This is an optimization exercise on Yosys and OpenROAD, whose aim is small area, not a production implementation. No functional check of the RTL was part of this run. Power and IR drop assume default switching activity.

==> run.sh <==
#!/bin/bash
# synth_recipe.tcl (not shown) runs the flow's synth.tcl, then flattens the netlist and writes it again
# the make line also repeats each setting of config.mk as NAME=value (left out here)
make -C /OpenROAD-flow-scripts/flow DESIGN_CONFIG=/design/flow/config.mk WORK_HOME=/design/flow/orfs CLKGATE_MAP_FILE= SYNTH_SCRIPT=/design/flow/synth_recipe.tcl finish
==> config.mk <==
export PLATFORM = sky130hd
export DESIGN_NAME = conv_layer
export DESIGN_NICKNAME = conv_layer
export VERILOG_FILES = /design/flow/design.v
export SDC_FILE = /design/flow/constraint.sdc
export NUM_CORES = 8
export LEC_CHECK = 0
export CAP_MARGIN = 20
export CORE_MARGIN = 2
export CORE_UTILIZATION = 55
export SLEW_MARGIN = 20
export SYNTH_HIERARCHICAL = 1
export SYNTH_MINIMUM_KEEP_SIZE = 0
==> constraint.sdc <==
create_clock -name core_clock -period 7.0 [get_ports {clk}]
set_input_delay 1.4000 -clock core_clock [delete_from_list [all_inputs] [get_ports {clk}]]
set_output_delay 1.4000 -clock core_clock [all_outputs]
set_load 0.01 [all_outputs]
==> design.v <==
module cv_fa(a, b, c, s, co);
input a, b, c;
output s, co;
assign s = a ^ b ^ c;
assign co = (a & b) | (a & c) | (b & c);
endmodule
module cv_ha(a, b, s, co);
input a, b;
output s, co;
assign s = a ^ b;
assign co = a & b;
endmodule
module cv_pp(on, tn, wn, wm1n, neg, p);
input on, tn, wn, wm1n, neg;
output p;
assign p = ~((on | wn) & (tn | wm1n)) ^ neg;
endmodule
module cv_pp1(an, wn, neg, p);
input an, wn, neg;
output p;
assign p = ~(an | wn) ^ neg;
endmodule
module cv_mac(wn, onen, twon, nzn, neg, negn, accfb, crfb, sum, cout);
input [15:0] wn;
input [7:0] onen, twon, nzn, neg, negn;
input [23:0] accfb;
input [2:0] crfb;
output [23:0] sum;
output [2:0] cout;
wire p1;
wire p2;
wire p3;
wire p4;
wire p5;
wire p6;
wire p7;
wire p8;
wire p9;
wire p10;
wire p11;
wire p12;
wire p13;
wire p14;
wire p15;
wire p16;
wire p17;
wire p18;
wire p19;
wire p20;
wire p21;
wire p22;
wire p23;
wire p24;
wire p25;
wire p26;
wire p27;
wire p28;
wire p29;
wire p30;
wire p31;
wire p32;
wire p33;
wire p34;
wire p35;
wire p36;
wire p37;
wire p38;
wire p39;
wire p40;
wire p41;
wire p42;
wire p43;
wire p44;
wire p45;
wire p46;
wire p47;
wire p48;
wire p49;
wire p50;
wire p51;
wire p52;
wire p53;
wire p54;
wire p55;
wire p56;
wire p57;
wire p58;
wire p59;
wire p60;
wire p61;
wire p62;
wire p63;
wire p64;
wire p65;
wire p66;
wire p67;
wire p68;
wire p69;
wire p70;
wire p71;
wire p72;
wire p73;
wire p74;
wire p75;
wire p76;
wire p77;
wire p78;
wire p79;
wire p80;
wire p81;
wire p82;
wire p83;
wire p84;
wire p85;
wire p86;
wire p87;
wire p88;
wire p89;
wire p90;
wire p91;
wire p92;
wire p93;
wire p94;
wire p95;
wire p96;
wire p97;
wire p98;
wire p99;
wire p100;
wire p101;
wire p102;
wire p103;
wire p104;
wire p105;
wire p106;
wire p107;
wire p108;
wire p109;
wire p110;
wire p111;
wire p112;
wire p113;
wire p114;
wire p115;
wire p116;
wire p117;
wire p118;
wire p119;
wire p120;
wire s121;
wire c122;
wire s123;
wire c124;
wire s125;
wire c126;
wire s127;
wire c128;
wire s129;
wire c130;
wire s131;
wire c132;
wire s133;
wire c134;
wire s135;
wire c136;
wire s137;
wire c138;
wire s139;
wire c140;
wire s141;
wire c142;
wire s143;
wire c144;
wire s145;
wire c146;
wire s147;
wire c148;
wire s149;
wire c150;
wire s151;
wire c152;
wire s153;
wire c154;
wire s155;
wire c156;
wire s157;
wire c158;
wire s159;
wire c160;
wire s161;
wire c162;
wire s163;
wire c164;
wire s165;
wire c166;
wire s167;
wire c168;
wire s169;
wire c170;
wire s171;
wire c172;
wire s173;
wire c174;
wire s175;
wire c176;
wire s177;
wire c178;
wire s179;
wire c180;
wire s181;
wire c182;
wire s183;
wire c184;
wire s185;
wire c186;
wire s187;
wire c188;
wire s189;
wire c190;
wire s191;
wire c192;
wire s193;
wire c194;
wire s195;
wire c196;
wire s197;
wire c198;
wire s199;
wire c200;
wire s201;
wire c202;
wire s203;
wire c204;
wire s205;
wire c206;
wire s207;
wire c208;
wire s209;
wire c210;
wire s211;
wire c212;
wire s213;
wire c214;
wire s215;
wire c216;
wire s217;
wire c218;
wire s219;
wire c220;
wire s221;
wire c222;
wire s223;
wire c224;
wire s225;
wire c226;
wire s227;
wire c228;
wire s229;
wire c230;
wire s231;
wire c232;
wire s233;
wire c234;
wire s235;
wire c236;
wire s237;
wire c238;
wire s239;
wire c240;
wire s241;
wire c242;
wire s243;
wire c244;
wire s245;
wire c246;
wire s247;
wire c248;
wire s249;
wire c250;
wire s251;
wire c252;
wire s253;
wire c254;
wire s255;
wire c256;
wire s257;
wire c258;
wire s259;
wire c260;
wire s261;
wire c262;
wire s263;
wire c264;
wire s265;
wire c266;
wire s267;
wire c268;
wire s269;
wire c270;
wire s271;
wire c272;
wire s273;
wire c274;
wire s275;
wire c276;
wire s277;
wire c278;
wire s279;
wire c280;
wire s281;
wire c282;
wire s283;
wire c284;
wire s285;
wire c286;
wire s287;
wire c288;
wire s289;
wire c290;
wire s291;
wire c292;
wire s293;
wire c294;
wire s295;
wire c296;
wire s297;
wire c298;
wire s299;
wire c300;
wire s301;
wire c302;
wire s303;
wire c304;
wire s305;
wire c306;
wire s307;
wire c308;
wire s309;
wire c310;
wire s311;
wire c312;
wire s313;
wire c314;
wire s315;
wire c316;
wire s317;
wire c318;
wire s319;
wire c320;
wire s321;
wire c322;
wire s323;
wire c324;
wire s325;
wire c326;
wire s327;
wire c328;
wire s329;
wire c330;
wire s331;
wire c332;
wire s333;
wire c334;
wire s335;
wire c336;
wire s337;
wire c338;
wire s339;
wire c340;
wire s341;
wire c342;
wire s343;
wire c344;
wire s345;
wire c346;
wire s347;
wire c348;
wire s349;
wire c350;
wire s351;
wire c352;
wire s353;
wire c354;
wire s355;
wire c356;
wire s357;
wire c358;
wire s359;
wire c360;
wire s361;
wire c362;
wire s363;
wire c364;
wire s365;
wire c366;
wire s367;
wire c368;
wire s369;
wire c370;
wire s371;
wire c372;
wire s373;
wire c374;
wire s375;
wire c376;
wire s377;
wire c378;
wire s379;
wire c380;
wire s381;
wire c382;
wire s383;
wire c384;
wire s385;
wire c386;
wire s387;
wire c388;
wire s389;
wire c390;
wire s391;
wire c392;
wire s393;
wire c394;
wire s395;
wire c396;
cv_pp1 up1 (.an(onen[0]), .wn(wn[0]), .neg(neg[0]), .p(p1));
cv_pp up2 (.on(onen[0]), .tn(twon[0]), .wn(wn[1]), .wm1n(wn[0]), .neg(neg[0]), .p(p2));
cv_pp up3 (.on(onen[0]), .tn(twon[0]), .wn(wn[2]), .wm1n(wn[1]), .neg(neg[0]), .p(p3));
cv_pp up4 (.on(onen[0]), .tn(twon[0]), .wn(wn[3]), .wm1n(wn[2]), .neg(neg[0]), .p(p4));
cv_pp up5 (.on(onen[0]), .tn(twon[0]), .wn(wn[4]), .wm1n(wn[3]), .neg(neg[0]), .p(p5));
cv_pp up6 (.on(onen[0]), .tn(twon[0]), .wn(wn[5]), .wm1n(wn[4]), .neg(neg[0]), .p(p6));
cv_pp up7 (.on(onen[0]), .tn(twon[0]), .wn(wn[6]), .wm1n(wn[5]), .neg(neg[0]), .p(p7));
cv_pp up8 (.on(onen[0]), .tn(twon[0]), .wn(wn[7]), .wm1n(wn[6]), .neg(neg[0]), .p(p8));
cv_pp up9 (.on(onen[0]), .tn(twon[0]), .wn(wn[8]), .wm1n(wn[7]), .neg(neg[0]), .p(p9));
cv_pp up10 (.on(onen[0]), .tn(twon[0]), .wn(wn[9]), .wm1n(wn[8]), .neg(neg[0]), .p(p10));
cv_pp up11 (.on(onen[0]), .tn(twon[0]), .wn(wn[10]), .wm1n(wn[9]), .neg(neg[0]), .p(p11));
cv_pp up12 (.on(onen[0]), .tn(twon[0]), .wn(wn[11]), .wm1n(wn[10]), .neg(neg[0]), .p(p12));
cv_pp up13 (.on(onen[0]), .tn(twon[0]), .wn(wn[12]), .wm1n(wn[11]), .neg(neg[0]), .p(p13));
cv_pp up14 (.on(onen[0]), .tn(twon[0]), .wn(wn[13]), .wm1n(wn[12]), .neg(neg[0]), .p(p14));
cv_pp up15 (.on(onen[0]), .tn(twon[0]), .wn(wn[14]), .wm1n(wn[13]), .neg(neg[0]), .p(p15));
cv_pp up16 (.on(onen[0]), .tn(twon[0]), .wn(wn[15]), .wm1n(wn[14]), .neg(neg[0]), .p(p16));
cv_pp1 up17 (.an(nzn[0]), .wn(wn[15]), .neg(negn[0]), .p(p17));
cv_pp1 up18 (.an(onen[1]), .wn(wn[0]), .neg(neg[1]), .p(p18));
cv_pp up19 (.on(onen[1]), .tn(twon[1]), .wn(wn[1]), .wm1n(wn[0]), .neg(neg[1]), .p(p19));
cv_pp up20 (.on(onen[1]), .tn(twon[1]), .wn(wn[2]), .wm1n(wn[1]), .neg(neg[1]), .p(p20));
cv_pp up21 (.on(onen[1]), .tn(twon[1]), .wn(wn[3]), .wm1n(wn[2]), .neg(neg[1]), .p(p21));
cv_pp up22 (.on(onen[1]), .tn(twon[1]), .wn(wn[4]), .wm1n(wn[3]), .neg(neg[1]), .p(p22));
cv_pp up23 (.on(onen[1]), .tn(twon[1]), .wn(wn[5]), .wm1n(wn[4]), .neg(neg[1]), .p(p23));
cv_pp up24 (.on(onen[1]), .tn(twon[1]), .wn(wn[6]), .wm1n(wn[5]), .neg(neg[1]), .p(p24));
cv_pp up25 (.on(onen[1]), .tn(twon[1]), .wn(wn[7]), .wm1n(wn[6]), .neg(neg[1]), .p(p25));
cv_pp up26 (.on(onen[1]), .tn(twon[1]), .wn(wn[8]), .wm1n(wn[7]), .neg(neg[1]), .p(p26));
cv_pp up27 (.on(onen[1]), .tn(twon[1]), .wn(wn[9]), .wm1n(wn[8]), .neg(neg[1]), .p(p27));
cv_pp up28 (.on(onen[1]), .tn(twon[1]), .wn(wn[10]), .wm1n(wn[9]), .neg(neg[1]), .p(p28));
cv_pp up29 (.on(onen[1]), .tn(twon[1]), .wn(wn[11]), .wm1n(wn[10]), .neg(neg[1]), .p(p29));
cv_pp up30 (.on(onen[1]), .tn(twon[1]), .wn(wn[12]), .wm1n(wn[11]), .neg(neg[1]), .p(p30));
cv_pp up31 (.on(onen[1]), .tn(twon[1]), .wn(wn[13]), .wm1n(wn[12]), .neg(neg[1]), .p(p31));
cv_pp up32 (.on(onen[1]), .tn(twon[1]), .wn(wn[14]), .wm1n(wn[13]), .neg(neg[1]), .p(p32));
cv_pp up33 (.on(onen[1]), .tn(twon[1]), .wn(wn[15]), .wm1n(wn[14]), .neg(neg[1]), .p(p33));
cv_pp1 up34 (.an(nzn[1]), .wn(wn[15]), .neg(negn[1]), .p(p34));
cv_pp1 up35 (.an(onen[2]), .wn(wn[0]), .neg(neg[2]), .p(p35));
cv_pp up36 (.on(onen[2]), .tn(twon[2]), .wn(wn[1]), .wm1n(wn[0]), .neg(neg[2]), .p(p36));
cv_pp up37 (.on(onen[2]), .tn(twon[2]), .wn(wn[2]), .wm1n(wn[1]), .neg(neg[2]), .p(p37));
cv_pp up38 (.on(onen[2]), .tn(twon[2]), .wn(wn[3]), .wm1n(wn[2]), .neg(neg[2]), .p(p38));
cv_pp up39 (.on(onen[2]), .tn(twon[2]), .wn(wn[4]), .wm1n(wn[3]), .neg(neg[2]), .p(p39));
cv_pp up40 (.on(onen[2]), .tn(twon[2]), .wn(wn[5]), .wm1n(wn[4]), .neg(neg[2]), .p(p40));
cv_pp up41 (.on(onen[2]), .tn(twon[2]), .wn(wn[6]), .wm1n(wn[5]), .neg(neg[2]), .p(p41));
cv_pp up42 (.on(onen[2]), .tn(twon[2]), .wn(wn[7]), .wm1n(wn[6]), .neg(neg[2]), .p(p42));
cv_pp up43 (.on(onen[2]), .tn(twon[2]), .wn(wn[8]), .wm1n(wn[7]), .neg(neg[2]), .p(p43));
cv_pp up44 (.on(onen[2]), .tn(twon[2]), .wn(wn[9]), .wm1n(wn[8]), .neg(neg[2]), .p(p44));
cv_pp up45 (.on(onen[2]), .tn(twon[2]), .wn(wn[10]), .wm1n(wn[9]), .neg(neg[2]), .p(p45));
cv_pp up46 (.on(onen[2]), .tn(twon[2]), .wn(wn[11]), .wm1n(wn[10]), .neg(neg[2]), .p(p46));
cv_pp up47 (.on(onen[2]), .tn(twon[2]), .wn(wn[12]), .wm1n(wn[11]), .neg(neg[2]), .p(p47));
cv_pp up48 (.on(onen[2]), .tn(twon[2]), .wn(wn[13]), .wm1n(wn[12]), .neg(neg[2]), .p(p48));
cv_pp up49 (.on(onen[2]), .tn(twon[2]), .wn(wn[14]), .wm1n(wn[13]), .neg(neg[2]), .p(p49));
cv_pp up50 (.on(onen[2]), .tn(twon[2]), .wn(wn[15]), .wm1n(wn[14]), .neg(neg[2]), .p(p50));
cv_pp1 up51 (.an(nzn[2]), .wn(wn[15]), .neg(negn[2]), .p(p51));
cv_pp1 up52 (.an(onen[3]), .wn(wn[0]), .neg(neg[3]), .p(p52));
cv_pp up53 (.on(onen[3]), .tn(twon[3]), .wn(wn[1]), .wm1n(wn[0]), .neg(neg[3]), .p(p53));
cv_pp up54 (.on(onen[3]), .tn(twon[3]), .wn(wn[2]), .wm1n(wn[1]), .neg(neg[3]), .p(p54));
cv_pp up55 (.on(onen[3]), .tn(twon[3]), .wn(wn[3]), .wm1n(wn[2]), .neg(neg[3]), .p(p55));
cv_pp up56 (.on(onen[3]), .tn(twon[3]), .wn(wn[4]), .wm1n(wn[3]), .neg(neg[3]), .p(p56));
cv_pp up57 (.on(onen[3]), .tn(twon[3]), .wn(wn[5]), .wm1n(wn[4]), .neg(neg[3]), .p(p57));
cv_pp up58 (.on(onen[3]), .tn(twon[3]), .wn(wn[6]), .wm1n(wn[5]), .neg(neg[3]), .p(p58));
cv_pp up59 (.on(onen[3]), .tn(twon[3]), .wn(wn[7]), .wm1n(wn[6]), .neg(neg[3]), .p(p59));
cv_pp up60 (.on(onen[3]), .tn(twon[3]), .wn(wn[8]), .wm1n(wn[7]), .neg(neg[3]), .p(p60));
cv_pp up61 (.on(onen[3]), .tn(twon[3]), .wn(wn[9]), .wm1n(wn[8]), .neg(neg[3]), .p(p61));
cv_pp up62 (.on(onen[3]), .tn(twon[3]), .wn(wn[10]), .wm1n(wn[9]), .neg(neg[3]), .p(p62));
cv_pp up63 (.on(onen[3]), .tn(twon[3]), .wn(wn[11]), .wm1n(wn[10]), .neg(neg[3]), .p(p63));
cv_pp up64 (.on(onen[3]), .tn(twon[3]), .wn(wn[12]), .wm1n(wn[11]), .neg(neg[3]), .p(p64));
cv_pp up65 (.on(onen[3]), .tn(twon[3]), .wn(wn[13]), .wm1n(wn[12]), .neg(neg[3]), .p(p65));
cv_pp up66 (.on(onen[3]), .tn(twon[3]), .wn(wn[14]), .wm1n(wn[13]), .neg(neg[3]), .p(p66));
cv_pp up67 (.on(onen[3]), .tn(twon[3]), .wn(wn[15]), .wm1n(wn[14]), .neg(neg[3]), .p(p67));
cv_pp1 up68 (.an(nzn[3]), .wn(wn[15]), .neg(negn[3]), .p(p68));
cv_pp1 up69 (.an(onen[4]), .wn(wn[0]), .neg(neg[4]), .p(p69));
cv_pp up70 (.on(onen[4]), .tn(twon[4]), .wn(wn[1]), .wm1n(wn[0]), .neg(neg[4]), .p(p70));
cv_pp up71 (.on(onen[4]), .tn(twon[4]), .wn(wn[2]), .wm1n(wn[1]), .neg(neg[4]), .p(p71));
cv_pp up72 (.on(onen[4]), .tn(twon[4]), .wn(wn[3]), .wm1n(wn[2]), .neg(neg[4]), .p(p72));
cv_pp up73 (.on(onen[4]), .tn(twon[4]), .wn(wn[4]), .wm1n(wn[3]), .neg(neg[4]), .p(p73));
cv_pp up74 (.on(onen[4]), .tn(twon[4]), .wn(wn[5]), .wm1n(wn[4]), .neg(neg[4]), .p(p74));
cv_pp up75 (.on(onen[4]), .tn(twon[4]), .wn(wn[6]), .wm1n(wn[5]), .neg(neg[4]), .p(p75));
cv_pp up76 (.on(onen[4]), .tn(twon[4]), .wn(wn[7]), .wm1n(wn[6]), .neg(neg[4]), .p(p76));
cv_pp up77 (.on(onen[4]), .tn(twon[4]), .wn(wn[8]), .wm1n(wn[7]), .neg(neg[4]), .p(p77));
cv_pp up78 (.on(onen[4]), .tn(twon[4]), .wn(wn[9]), .wm1n(wn[8]), .neg(neg[4]), .p(p78));
cv_pp up79 (.on(onen[4]), .tn(twon[4]), .wn(wn[10]), .wm1n(wn[9]), .neg(neg[4]), .p(p79));
cv_pp up80 (.on(onen[4]), .tn(twon[4]), .wn(wn[11]), .wm1n(wn[10]), .neg(neg[4]), .p(p80));
cv_pp up81 (.on(onen[4]), .tn(twon[4]), .wn(wn[12]), .wm1n(wn[11]), .neg(neg[4]), .p(p81));
cv_pp up82 (.on(onen[4]), .tn(twon[4]), .wn(wn[13]), .wm1n(wn[12]), .neg(neg[4]), .p(p82));
cv_pp up83 (.on(onen[4]), .tn(twon[4]), .wn(wn[14]), .wm1n(wn[13]), .neg(neg[4]), .p(p83));
cv_pp up84 (.on(onen[4]), .tn(twon[4]), .wn(wn[15]), .wm1n(wn[14]), .neg(neg[4]), .p(p84));
cv_pp1 up85 (.an(onen[5]), .wn(wn[0]), .neg(neg[5]), .p(p85));
cv_pp up86 (.on(onen[5]), .tn(twon[5]), .wn(wn[1]), .wm1n(wn[0]), .neg(neg[5]), .p(p86));
cv_pp up87 (.on(onen[5]), .tn(twon[5]), .wn(wn[2]), .wm1n(wn[1]), .neg(neg[5]), .p(p87));
cv_pp up88 (.on(onen[5]), .tn(twon[5]), .wn(wn[3]), .wm1n(wn[2]), .neg(neg[5]), .p(p88));
cv_pp up89 (.on(onen[5]), .tn(twon[5]), .wn(wn[4]), .wm1n(wn[3]), .neg(neg[5]), .p(p89));
cv_pp up90 (.on(onen[5]), .tn(twon[5]), .wn(wn[5]), .wm1n(wn[4]), .neg(neg[5]), .p(p90));
cv_pp up91 (.on(onen[5]), .tn(twon[5]), .wn(wn[6]), .wm1n(wn[5]), .neg(neg[5]), .p(p91));
cv_pp up92 (.on(onen[5]), .tn(twon[5]), .wn(wn[7]), .wm1n(wn[6]), .neg(neg[5]), .p(p92));
cv_pp up93 (.on(onen[5]), .tn(twon[5]), .wn(wn[8]), .wm1n(wn[7]), .neg(neg[5]), .p(p93));
cv_pp up94 (.on(onen[5]), .tn(twon[5]), .wn(wn[9]), .wm1n(wn[8]), .neg(neg[5]), .p(p94));
cv_pp up95 (.on(onen[5]), .tn(twon[5]), .wn(wn[10]), .wm1n(wn[9]), .neg(neg[5]), .p(p95));
cv_pp up96 (.on(onen[5]), .tn(twon[5]), .wn(wn[11]), .wm1n(wn[10]), .neg(neg[5]), .p(p96));
cv_pp up97 (.on(onen[5]), .tn(twon[5]), .wn(wn[12]), .wm1n(wn[11]), .neg(neg[5]), .p(p97));
cv_pp up98 (.on(onen[5]), .tn(twon[5]), .wn(wn[13]), .wm1n(wn[12]), .neg(neg[5]), .p(p98));
cv_pp1 up99 (.an(onen[6]), .wn(wn[0]), .neg(neg[6]), .p(p99));
cv_pp up100 (.on(onen[6]), .tn(twon[6]), .wn(wn[1]), .wm1n(wn[0]), .neg(neg[6]), .p(p100));
cv_pp up101 (.on(onen[6]), .tn(twon[6]), .wn(wn[2]), .wm1n(wn[1]), .neg(neg[6]), .p(p101));
cv_pp up102 (.on(onen[6]), .tn(twon[6]), .wn(wn[3]), .wm1n(wn[2]), .neg(neg[6]), .p(p102));
cv_pp up103 (.on(onen[6]), .tn(twon[6]), .wn(wn[4]), .wm1n(wn[3]), .neg(neg[6]), .p(p103));
cv_pp up104 (.on(onen[6]), .tn(twon[6]), .wn(wn[5]), .wm1n(wn[4]), .neg(neg[6]), .p(p104));
cv_pp up105 (.on(onen[6]), .tn(twon[6]), .wn(wn[6]), .wm1n(wn[5]), .neg(neg[6]), .p(p105));
cv_pp up106 (.on(onen[6]), .tn(twon[6]), .wn(wn[7]), .wm1n(wn[6]), .neg(neg[6]), .p(p106));
cv_pp up107 (.on(onen[6]), .tn(twon[6]), .wn(wn[8]), .wm1n(wn[7]), .neg(neg[6]), .p(p107));
cv_pp up108 (.on(onen[6]), .tn(twon[6]), .wn(wn[9]), .wm1n(wn[8]), .neg(neg[6]), .p(p108));
cv_pp up109 (.on(onen[6]), .tn(twon[6]), .wn(wn[10]), .wm1n(wn[9]), .neg(neg[6]), .p(p109));
cv_pp up110 (.on(onen[6]), .tn(twon[6]), .wn(wn[11]), .wm1n(wn[10]), .neg(neg[6]), .p(p110));
cv_pp1 up111 (.an(onen[7]), .wn(wn[0]), .neg(neg[7]), .p(p111));
cv_pp up112 (.on(onen[7]), .tn(twon[7]), .wn(wn[1]), .wm1n(wn[0]), .neg(neg[7]), .p(p112));
cv_pp up113 (.on(onen[7]), .tn(twon[7]), .wn(wn[2]), .wm1n(wn[1]), .neg(neg[7]), .p(p113));
cv_pp up114 (.on(onen[7]), .tn(twon[7]), .wn(wn[3]), .wm1n(wn[2]), .neg(neg[7]), .p(p114));
cv_pp up115 (.on(onen[7]), .tn(twon[7]), .wn(wn[4]), .wm1n(wn[3]), .neg(neg[7]), .p(p115));
cv_pp up116 (.on(onen[7]), .tn(twon[7]), .wn(wn[5]), .wm1n(wn[4]), .neg(neg[7]), .p(p116));
cv_pp up117 (.on(onen[7]), .tn(twon[7]), .wn(wn[6]), .wm1n(wn[5]), .neg(neg[7]), .p(p117));
cv_pp up118 (.on(onen[7]), .tn(twon[7]), .wn(wn[7]), .wm1n(wn[6]), .neg(neg[7]), .p(p118));
cv_pp up119 (.on(onen[7]), .tn(twon[7]), .wn(wn[8]), .wm1n(wn[7]), .neg(neg[7]), .p(p119));
cv_pp up120 (.on(onen[7]), .tn(twon[7]), .wn(wn[9]), .wm1n(wn[8]), .neg(neg[7]), .p(p120));
cv_fa us121 (.a(accfb[0]), .b(neg[0]), .c(p1), .s(s121), .co(c122));
cv_fa us123 (.a(accfb[1]), .b(p2), .c(c122), .s(s123), .co(c124));
cv_fa us125 (.a(accfb[2]), .b(neg[1]), .c(p18), .s(s125), .co(c126));
cv_fa us127 (.a(p3), .b(s125), .c(c124), .s(s127), .co(c128));
cv_fa us129 (.a(accfb[3]), .b(p19), .c(p4), .s(s129), .co(c130));
cv_fa us131 (.a(c126), .b(s129), .c(c128), .s(s131), .co(c132));
cv_fa us133 (.a(accfb[4]), .b(neg[2]), .c(p20), .s(s133), .co(c134));
cv_fa us135 (.a(p35), .b(p5), .c(c130), .s(s135), .co(c136));
cv_fa us137 (.a(s133), .b(s135), .c(c132), .s(s137), .co(c138));
cv_fa us139 (.a(accfb[5]), .b(p21), .c(p36), .s(s139), .co(c140));
cv_fa us141 (.a(p6), .b(c134), .c(s139), .s(s141), .co(c142));
cv_fa us143 (.a(c136), .b(s141), .c(c138), .s(s143), .co(c144));
cv_fa us145 (.a(accfb[6]), .b(crfb[0]), .c(neg[3]), .s(s145), .co(c146));
cv_fa us147 (.a(p22), .b(p37), .c(p52), .s(s147), .co(c148));
cv_fa us149 (.a(p7), .b(s145), .c(c140), .s(s149), .co(c150));
cv_fa us151 (.a(s147), .b(c142), .c(s149), .s(s151), .co(c152));
cv_fa us153 (.a(accfb[7]), .b(p23), .c(p38), .s(s153), .co(c154));
cv_fa us155 (.a(p53), .b(p8), .c(c146), .s(s155), .co(c156));
cv_fa us157 (.a(c148), .b(s153), .c(s155), .s(s157), .co(c158));
cv_fa us159 (.a(c150), .b(s157), .c(c152), .s(s159), .co(c160));
cv_fa us161 (.a(accfb[8]), .b(neg[4]), .c(p24), .s(s161), .co(c162));
cv_fa us163 (.a(p39), .b(p54), .c(p69), .s(s163), .co(c164));
cv_fa us165 (.a(p9), .b(c154), .c(c156), .s(s165), .co(c166));
cv_fa us167 (.a(s161), .b(s163), .c(c158), .s(s167), .co(c168));
cv_fa us169 (.a(s165), .b(s167), .c(c160), .s(s169), .co(c170));
cv_fa us171 (.a(accfb[9]), .b(p10), .c(p25), .s(s171), .co(c172));
cv_fa us173 (.a(p40), .b(p55), .c(p70), .s(s173), .co(c174));
cv_fa us175 (.a(c162), .b(c164), .c(s171), .s(s175), .co(c176));
cv_fa us177 (.a(s173), .b(c166), .c(s175), .s(s177), .co(c178));
cv_fa us179 (.a(c168), .b(s177), .c(c170), .s(s179), .co(c180));
cv_fa us181 (.a(accfb[10]), .b(neg[5]), .c(p11), .s(s181), .co(c182));
cv_fa us183 (.a(p26), .b(p41), .c(p56), .s(s183), .co(c184));
cv_fa us185 (.a(p71), .b(p85), .c(c172), .s(s185), .co(c186));
cv_fa us187 (.a(c174), .b(s181), .c(s183), .s(s187), .co(c188));
cv_fa us189 (.a(c176), .b(s185), .c(s187), .s(s189), .co(c190));
cv_fa us191 (.a(c178), .b(s189), .c(c180), .s(s191), .co(c192));
cv_fa us193 (.a(accfb[11]), .b(p12), .c(p27), .s(s193), .co(c194));
cv_fa us195 (.a(p42), .b(p57), .c(p72), .s(s195), .co(c196));
cv_fa us197 (.a(p86), .b(c182), .c(c184), .s(s197), .co(c198));
cv_fa us199 (.a(s193), .b(s195), .c(c186), .s(s199), .co(c200));
cv_fa us201 (.a(c188), .b(s197), .c(s199), .s(s201), .co(c202));
cv_fa us203 (.a(c190), .b(s201), .c(c192), .s(s203), .co(c204));
cv_fa us205 (.a(accfb[12]), .b(crfb[1]), .c(neg[6]), .s(s205), .co(c206));
cv_fa us207 (.a(p13), .b(p28), .c(p43), .s(s207), .co(c208));
cv_fa us209 (.a(p58), .b(p73), .c(p87), .s(s209), .co(c210));
cv_fa us211 (.a(p99), .b(s205), .c(c194), .s(s211), .co(c212));
cv_fa us213 (.a(c196), .b(s207), .c(s209), .s(s213), .co(c214));
cv_fa us215 (.a(c198), .b(s211), .c(s213), .s(s215), .co(c216));
cv_fa us217 (.a(c200), .b(s215), .c(c202), .s(s217), .co(c218));
cv_fa us219 (.a(accfb[13]), .b(p100), .c(p14), .s(s219), .co(c220));
cv_fa us221 (.a(p29), .b(p44), .c(p59), .s(s221), .co(c222));
cv_fa us223 (.a(p74), .b(p88), .c(c206), .s(s223), .co(c224));
cv_fa us225 (.a(c208), .b(c210), .c(s219), .s(s225), .co(c226));
cv_fa us227 (.a(s221), .b(s223), .c(c212), .s(s227), .co(c228));
cv_fa us229 (.a(c214), .b(s225), .c(s227), .s(s229), .co(c230));
cv_fa us231 (.a(c216), .b(s229), .c(c218), .s(s231), .co(c232));
cv_fa us233 (.a(accfb[14]), .b(neg[7]), .c(p101), .s(s233), .co(c234));
cv_fa us235 (.a(p111), .b(p15), .c(p30), .s(s235), .co(c236));
cv_fa us237 (.a(p45), .b(p60), .c(p75), .s(s237), .co(c238));
cv_fa us239 (.a(p89), .b(c220), .c(c222), .s(s239), .co(c240));
cv_fa us241 (.a(c224), .b(s233), .c(s235), .s(s241), .co(c242));
cv_fa us243 (.a(s237), .b(c226), .c(s239), .s(s243), .co(c244));
cv_fa us245 (.a(s241), .b(c228), .c(s243), .s(s245), .co(c246));
cv_fa us247 (.a(c230), .b(s245), .c(c232), .s(s247), .co(c248));
cv_fa us249 (.a(accfb[15]), .b(p102), .c(p112), .s(s249), .co(c250));
cv_fa us251 (.a(p16), .b(p31), .c(p46), .s(s251), .co(c252));
cv_fa us253 (.a(p61), .b(p76), .c(p90), .s(s253), .co(c254));
cv_fa us255 (.a(c234), .b(c236), .c(c238), .s(s255), .co(c256));
cv_fa us257 (.a(s249), .b(s251), .c(s253), .s(s257), .co(c258));
cv_fa us259 (.a(c240), .b(c242), .c(s255), .s(s259), .co(c260));
cv_fa us261 (.a(s257), .b(c244), .c(s259), .s(s261), .co(c262));
cv_fa us263 (.a(c246), .b(s261), .c(c248), .s(s263), .co(c264));
cv_fa us265 (.a(accfb[16]), .b(p103), .c(p113), .s(s265), .co(c266));
cv_fa us267 (.a(p17), .b(p32), .c(p47), .s(s267), .co(c268));
cv_fa us269 (.a(p62), .b(p77), .c(p91), .s(s269), .co(c270));
cv_fa us271 (.a(c250), .b(c252), .c(c254), .s(s271), .co(c272));
cv_fa us273 (.a(s265), .b(s267), .c(s269), .s(s273), .co(c274));
cv_fa us275 (.a(c256), .b(c258), .c(s271), .s(s275), .co(c276));
cv_fa us277 (.a(s273), .b(c260), .c(s275), .s(s277), .co(c278));
cv_fa us279 (.a(c262), .b(s277), .c(c264), .s(s279), .co(c280));
cv_fa us281 (.a(accfb[17]), .b(p104), .c(p114), .s(s281), .co(c282));
cv_fa us283 (.a(p33), .b(p48), .c(p63), .s(s283), .co(c284));
cv_fa us285 (.a(p78), .b(p92), .c(c266), .s(s285), .co(c286));
cv_fa us287 (.a(c268), .b(c270), .c(s281), .s(s287), .co(c288));
cv_fa us289 (.a(s283), .b(c272), .c(c274), .s(s289), .co(c290));
cv_fa us291 (.a(s285), .b(s287), .c(c276), .s(s291), .co(c292));
cv_fa us293 (.a(s289), .b(c278), .c(s291), .s(s293), .co(c294));
cv_fa us295 (.a(accfb[18]), .b(crfb[2]), .c(p105), .s(s295), .co(c296));
cv_fa us297 (.a(p115), .b(p34), .c(p49), .s(s297), .co(c298));
cv_fa us299 (.a(p64), .b(p79), .c(p93), .s(s299), .co(c300));
cv_fa us301 (.a(c282), .b(c284), .c(s295), .s(s301), .co(c302));
cv_fa us303 (.a(s297), .b(s299), .c(c286), .s(s303), .co(c304));
cv_fa us305 (.a(c288), .b(s301), .c(c290), .s(s305), .co(c306));
cv_fa us307 (.a(s303), .b(c292), .c(s305), .s(s307), .co(c308));
cv_fa us309 (.a(accfb[19]), .b(p106), .c(p116), .s(s309), .co(c310));
cv_fa us311 (.a(p50), .b(p65), .c(p80), .s(s311), .co(c312));
cv_fa us313 (.a(p94), .b(c296), .c(c298), .s(s313), .co(c314));
cv_fa us315 (.a(c300), .b(s309), .c(s311), .s(s315), .co(c316));
cv_fa us317 (.a(c302), .b(s313), .c(s315), .s(s317), .co(c318));
cv_fa us319 (.a(c304), .b(s317), .c(c306), .s(s319), .co(c320));
cv_fa us321 (.a(accfb[20]), .b(p107), .c(p117), .s(s321), .co(c322));
cv_fa us323 (.a(p51), .b(p66), .c(p81), .s(s323), .co(c324));
cv_fa us325 (.a(p95), .b(c310), .c(c312), .s(s325), .co(c326));
cv_fa us327 (.a(s321), .b(s323), .c(c314), .s(s327), .co(c328));
cv_fa us329 (.a(c316), .b(s325), .c(s327), .s(s329), .co(c330));
cv_fa us331 (.a(c318), .b(s329), .c(c320), .s(s331), .co(c332));
cv_fa us333 (.a(accfb[21]), .b(p108), .c(p118), .s(s333), .co(c334));
cv_fa us335 (.a(p67), .b(p82), .c(p96), .s(s335), .co(c336));
cv_fa us337 (.a(c322), .b(c324), .c(s333), .s(s337), .co(c338));
cv_fa us339 (.a(s335), .b(c326), .c(s337), .s(s339), .co(c340));
cv_fa us341 (.a(c328), .b(s339), .c(c330), .s(s341), .co(c342));
cv_fa us343 (.a(accfb[22]), .b(p109), .c(p119), .s(s343), .co(c344));
cv_fa us345 (.a(p68), .b(p83), .c(p97), .s(s345), .co(c346));
cv_fa us347 (.a(c334), .b(c336), .c(s343), .s(s347), .co(c348));
cv_fa us349 (.a(s345), .b(c338), .c(s347), .s(s349), .co(c350));
cv_fa us351 (.a(c340), .b(s349), .c(c342), .s(s351), .co(c352));
cv_fa us353 (.a(accfb[23]), .b(p110), .c(p120), .s(s353), .co(c354));
cv_fa us355 (.a(p84), .b(p98), .c(c344), .s(s355), .co(c356));
cv_fa us357 (.a(c346), .b(s353), .c(c348), .s(s357), .co(c358));
cv_fa us359 (.a(s355), .b(c350), .c(s357), .s(s359), .co(c360));
cv_ha us361 (.a(c144), .b(s151), .s(s361), .co(c362));
cv_ha us363 (.a(s159), .b(c362), .s(s363), .co(c364));
cv_ha us365 (.a(s169), .b(c364), .s(s365), .co(c366));
cv_ha us367 (.a(s179), .b(c366), .s(s367), .co(c368));
cv_ha us369 (.a(s191), .b(c368), .s(s369), .co(c370));
cv_ha us371 (.a(s203), .b(c370), .s(s371), .co(c372));
cv_ha us373 (.a(c204), .b(s217), .s(s373), .co(c374));
cv_ha us375 (.a(s231), .b(c374), .s(s375), .co(c376));
cv_ha us377 (.a(s247), .b(c376), .s(s377), .co(c378));
cv_ha us379 (.a(s263), .b(c378), .s(s379), .co(c380));
cv_ha us381 (.a(s279), .b(c380), .s(s381), .co(c382));
cv_fa us383 (.a(c280), .b(s293), .c(c382), .s(s383), .co(c384));
cv_ha us385 (.a(c294), .b(s307), .s(s385), .co(c386));
cv_fa us387 (.a(c308), .b(s319), .c(c386), .s(s387), .co(c388));
cv_ha us389 (.a(s331), .b(c388), .s(s389), .co(c390));
cv_fa us391 (.a(c332), .b(s341), .c(c390), .s(s391), .co(c392));
cv_ha us393 (.a(s351), .b(c392), .s(s393), .co(c394));
cv_fa us395 (.a(c352), .b(s359), .c(c394), .s(s395), .co(c396));
assign sum = {s395, s393, s391, s389, s387, s385, s383, s381, s379, s377, s375, s373, s371, s369, s367, s365, s363, s361, s143, s137, s131, s127, s123, s121};
assign cout = {c384, c372, 1'b0};
endmodule
module conv_layer(out, activations, weights, clk, rst);
output reg [255:0] out;
input [63:0] activations;
input [63:0] weights;
input clk, rst;
reg [63:0] a_r, w_r;
reg [6:0] c;
reg s1, s2, v;
reg [23:0] acc [0:15];
reg [2:0] cr [0:15];
reg [15:0] sh [0:15];
wire first = (c == 7'd0) | s2;    
wire ld_sh = (c == 7'd0);         
wire ld_out = (c == 7'd6) & v;    
wire [23:0] kinit = s2 ? 24'd7929856 : 24'd2359296;
always @(posedge clk) begin
  a_r <= activations;
  w_r <= weights;
  s2 <= s1;
  if (!rst) begin
    c <= 7'd0;
    s1 <= 1'b1;
    v <= 1'b0;
  end else begin
    c <= (c == 7'd107) ? 7'd0 : c + 7'd1;
    s1 <= 1'b0;
    if (c == 7'd107) v <= 1'b1;
  end
end
wire [7:0] onen [0:3];
wire [7:0] twon [0:3];
wire [7:0] neg [0:3];
wire [63:0] wn = ~w_r;
genvar p, f, j, i;
generate
for (p = 0; p < 4; p = p + 1) begin : enc
  wire [16:0] ax = {a_r[16*p +: 16], 1'b0};
  for (j = 0; j < 8; j = j + 1) begin : dig
    assign onen[p][j] = ~(ax[2*j+1] ^ ax[2*j]);
    assign twon[p][j] = ~((ax[2*j+2] & ~ax[2*j+1] & ~ax[2*j]) | (~ax[2*j+2] & ax[2*j+1] & ax[2*j]));
    assign neg[p][j] = ax[2*j+2];
  end
end
for (i = 0; i < 16; i = i + 1) begin : lane
  localparam integer F = i / 4, P = i % 4;
  wire [23:0] sum;
  wire [2:0] cout;
  wire [23:0] accfb = first ? kinit : acc[i];
  wire [2:0] crfb = first ? 3'd0 : cr[i];
  wire [23:0] full = acc[i] + ({24'd0, cr[i][0]} << 6) + ({24'd0, cr[i][1]} << 12) + ({24'd0, cr[i][2]} << 18);
  cv_mac mac (.wn(wn[16*F +: 16]), .onen(onen[P]), .twon(twon[P]), .nzn(onen[P] & twon[P]), .neg(neg[P]), .negn(~neg[P]),
              .accfb(accfb), .crfb(crfb), .sum(sum), .cout(cout));
  always @(posedge clk) begin
    acc[i] <= sum;
    cr[i] <= cout;
    if (ld_sh) sh[i] <= full[23:8];
    if (!rst) out[16*i +: 16] <= 16'd0;
    else if (ld_out) out[16*i +: 16] <= sh[i];
  end
end
endgenerate
endmodule
==> reports/metrics.yaml <==
outcome:
  status: "no timing/DRC/antenna violations"
grt:
  grt_usage_pct: 35.71
  antenna_found_initial: 10
  grt_overflow: 0
  grt_max_degree: 118
  grt_pass1_wl_um: 598700
  grt_pass1_vias: 91220
synth:
  synth_nets: 12210
  yosysWarningCount: 13
  netlist_instances: 9834
  syn_area_um2: 122000
  avgSynthCellArea_um2: 12.40
place:
  dp_hpwl_um: 277200
  dpl_cell_area_um2: 133600
  pre_cts_ws_ns: 0.7087
  gp_congestion: 0.9122
  numPortBuffers: 385
clocking:
  cts_buffers: 137
  cts_buffer_depth: 3
  cts.reportedPaths.clkPinSlew_ns: 0.06
  post_cts_resized: 0
  cts_tree: "yes"
  clk_latency_ns: 0.83
  post-cts-setup-buffers: 0
  postCtsHoldBufs: 0
  clockRootBuffer: "clkbuf_16"
  cts.sink_count: 1082
  htreeDepth: 4
floorplanning:
  io_pins: 386
  die_w_um: 474.9
  coreArea_um2: 220200
  dieArea_um2: 225500
  num_rows: 172
  start_util_pct: 55.40
  dieHeight_um: 474.9
timing:
  setup_viol: 0
  slew_headroom_pct: 27.61
  setup_ws_ns: 0.6732
  fin_crit_sh_pct: 90.38
  maxSlewViolCount: 0
  finalHoldViolCount: 0
  fmax_mhz: 158.1
  rsz0062_at_grt: "no"
  fin_crit_ns: 6.327
  skew_ns: 0.03423
  worst_pin_slew_ns: 1.086
detailed_routing:
  ant_nets: 0
  first_pass_iters: 6
  drcViolationCount: 0
  wl_per_cell_um: 29.72
  viasPerCell: 6.182
  num_vias: 82520
  totalWireLength_um: 396800
  drt-initial-drc-count: 6022
final_layout:
  nets: 12640
  drive_gt1_share_pct: 29.18
  layout_commonest_cell: "xor2_1"
  stdcell_area_um2: 138400
  area_growth_pct: 13.47
  fill_cells: 17370
  final_cell_mix: "2002 x xor2_1, 1728 x o22ai_2, 1717 x fa_1"
critical_path:
  crit_fanout: 23
  cp_data_arrival_time_ns: 7.08
  required_ns: 7.75
  worstSetupPathType: "flip-flop to flip-flop"
  end_kind: "flip-flop"
  critPathLaunchType: "flip-flop"
flow_run:
  drv_cap: 0
power:
  cellLeakagePower_nw: 53.07
  irDropWorstVdd_mv: 0.5275
  powerDensity_nw_per_um2: 506.7
hold_path:
  worstHoldPathType: "flip-flop to flip-flop"
-- per-layer routing --
layer	track usage [%]	vias up	share of wire, %
met5	0	-	0.019
met4	16.74	10	5.6
met3	7.130	855	7.4
met2	56.55	3342	46
met1	47.20	43750	41
li1	-	34570	-
-- cell type report --
cell class                 count  area [µm²]  area share (%)
sequential                  1082       24340           17.59
antenna                        3       7.507        0.005425
multi-input combinational   8063       95940           69.33
clock inverter                67       783.3          0.5660
tap                         2958        3701           2.675
clock buffer                 188        3956           2.859
inverter                     110       566.8          0.4096
timing repair buffer         877        9086           6.566
-- state kept, by name (all words and copies together) (netlist names) --
name / count
s2: 1
v: 1
a_r: 64
sh: 256
out: 256
acc: 384
cr: 48
w_r: 64
c: 7
s1: 1
-- worst max-delay path, cell delays in order (launching register included) --
cell and delay (ns):
dfxtp_4 0.43, xnor2_4 0.83, buf_12 0.31, o22ai_2 0.11, xor2_1 0.21, fa_2 0.43, fa_1 0.47, fa_2 0.35
fa_2 0.35, fa_2 0.35, fa_2 0.35, fa_2 0.36, fa_2 0.38, ha_4 0.18, ha_4 0.16, ha_4 0.16
ha_4 0.16, ha_4 0.15, fa_2 0.51
-- through the flow --
stage	setup TNS (ns)	hold WS, ns	total power [mW]	util, %	cells
floorplan	-15.76	0.3096	71.33	-	9834
global placement	0	0.3131	61.44	60.70	13090
detailed placement	0	0.3138	62.96	60.70	13090
CTS	0	0.3264	71.31	62.85	13350
global route	0	0.3293	78.39	62.85	13350
finish	0	0.3251	70.12	62.85	13350
-- power breakdown --
group / switching [mW] / total (mW) / internal [mW]
Sequential: 1.55 / 11.7 / 10.2
Clock: 3.11 / 7.49 / 4.38
Combinational: 26.2 / 50.9 / 24.7
-- worst paths after layout --
kind	from	end	slack [ns]	cells after the start
worst max-delay path	a_r[49]	acc[15][17]	0.67	18
worst min-delay path	s1	s2	0.33	0
worst max register to register	a_r[49]	acc[15][17]	0.67	18
worst min register to register	s1	s2	0.33	0

static timing again, ports no longer ideal:
In the flow no input, the clock included, has a driving cell. The finished layout below was timed again as built, in two steps. Step 1 (the two cells are an assumption about what drives the block):
set clk [get_ports {clk}]
set_driving_cell -lib_cell sky130_fd_sc_hd__clkbuf_16 $clk
set_driving_cell -lib_cell sky130_fd_sc_hd__buf_2 [delete_from_list [all_inputs] $clk]
Step 2 times the ports against the registers' clock, not the clock port: input delays grow and output delays shrink by t, the midpoint of the rising clock arrivals with the driver on. Slacks: ideal ports / drivers / drivers and shift; pairs: ideal ports / drivers.
shift t [ns]: 0.907
slack for setup (ns): 0.673 / 0.673 / 0.673
worst setup path at the end: register to register
After both steps setup and hold are still met in this run. The setup slack of this run moves by 0.000 ns with the drivers and by 0.000 ns with both steps.
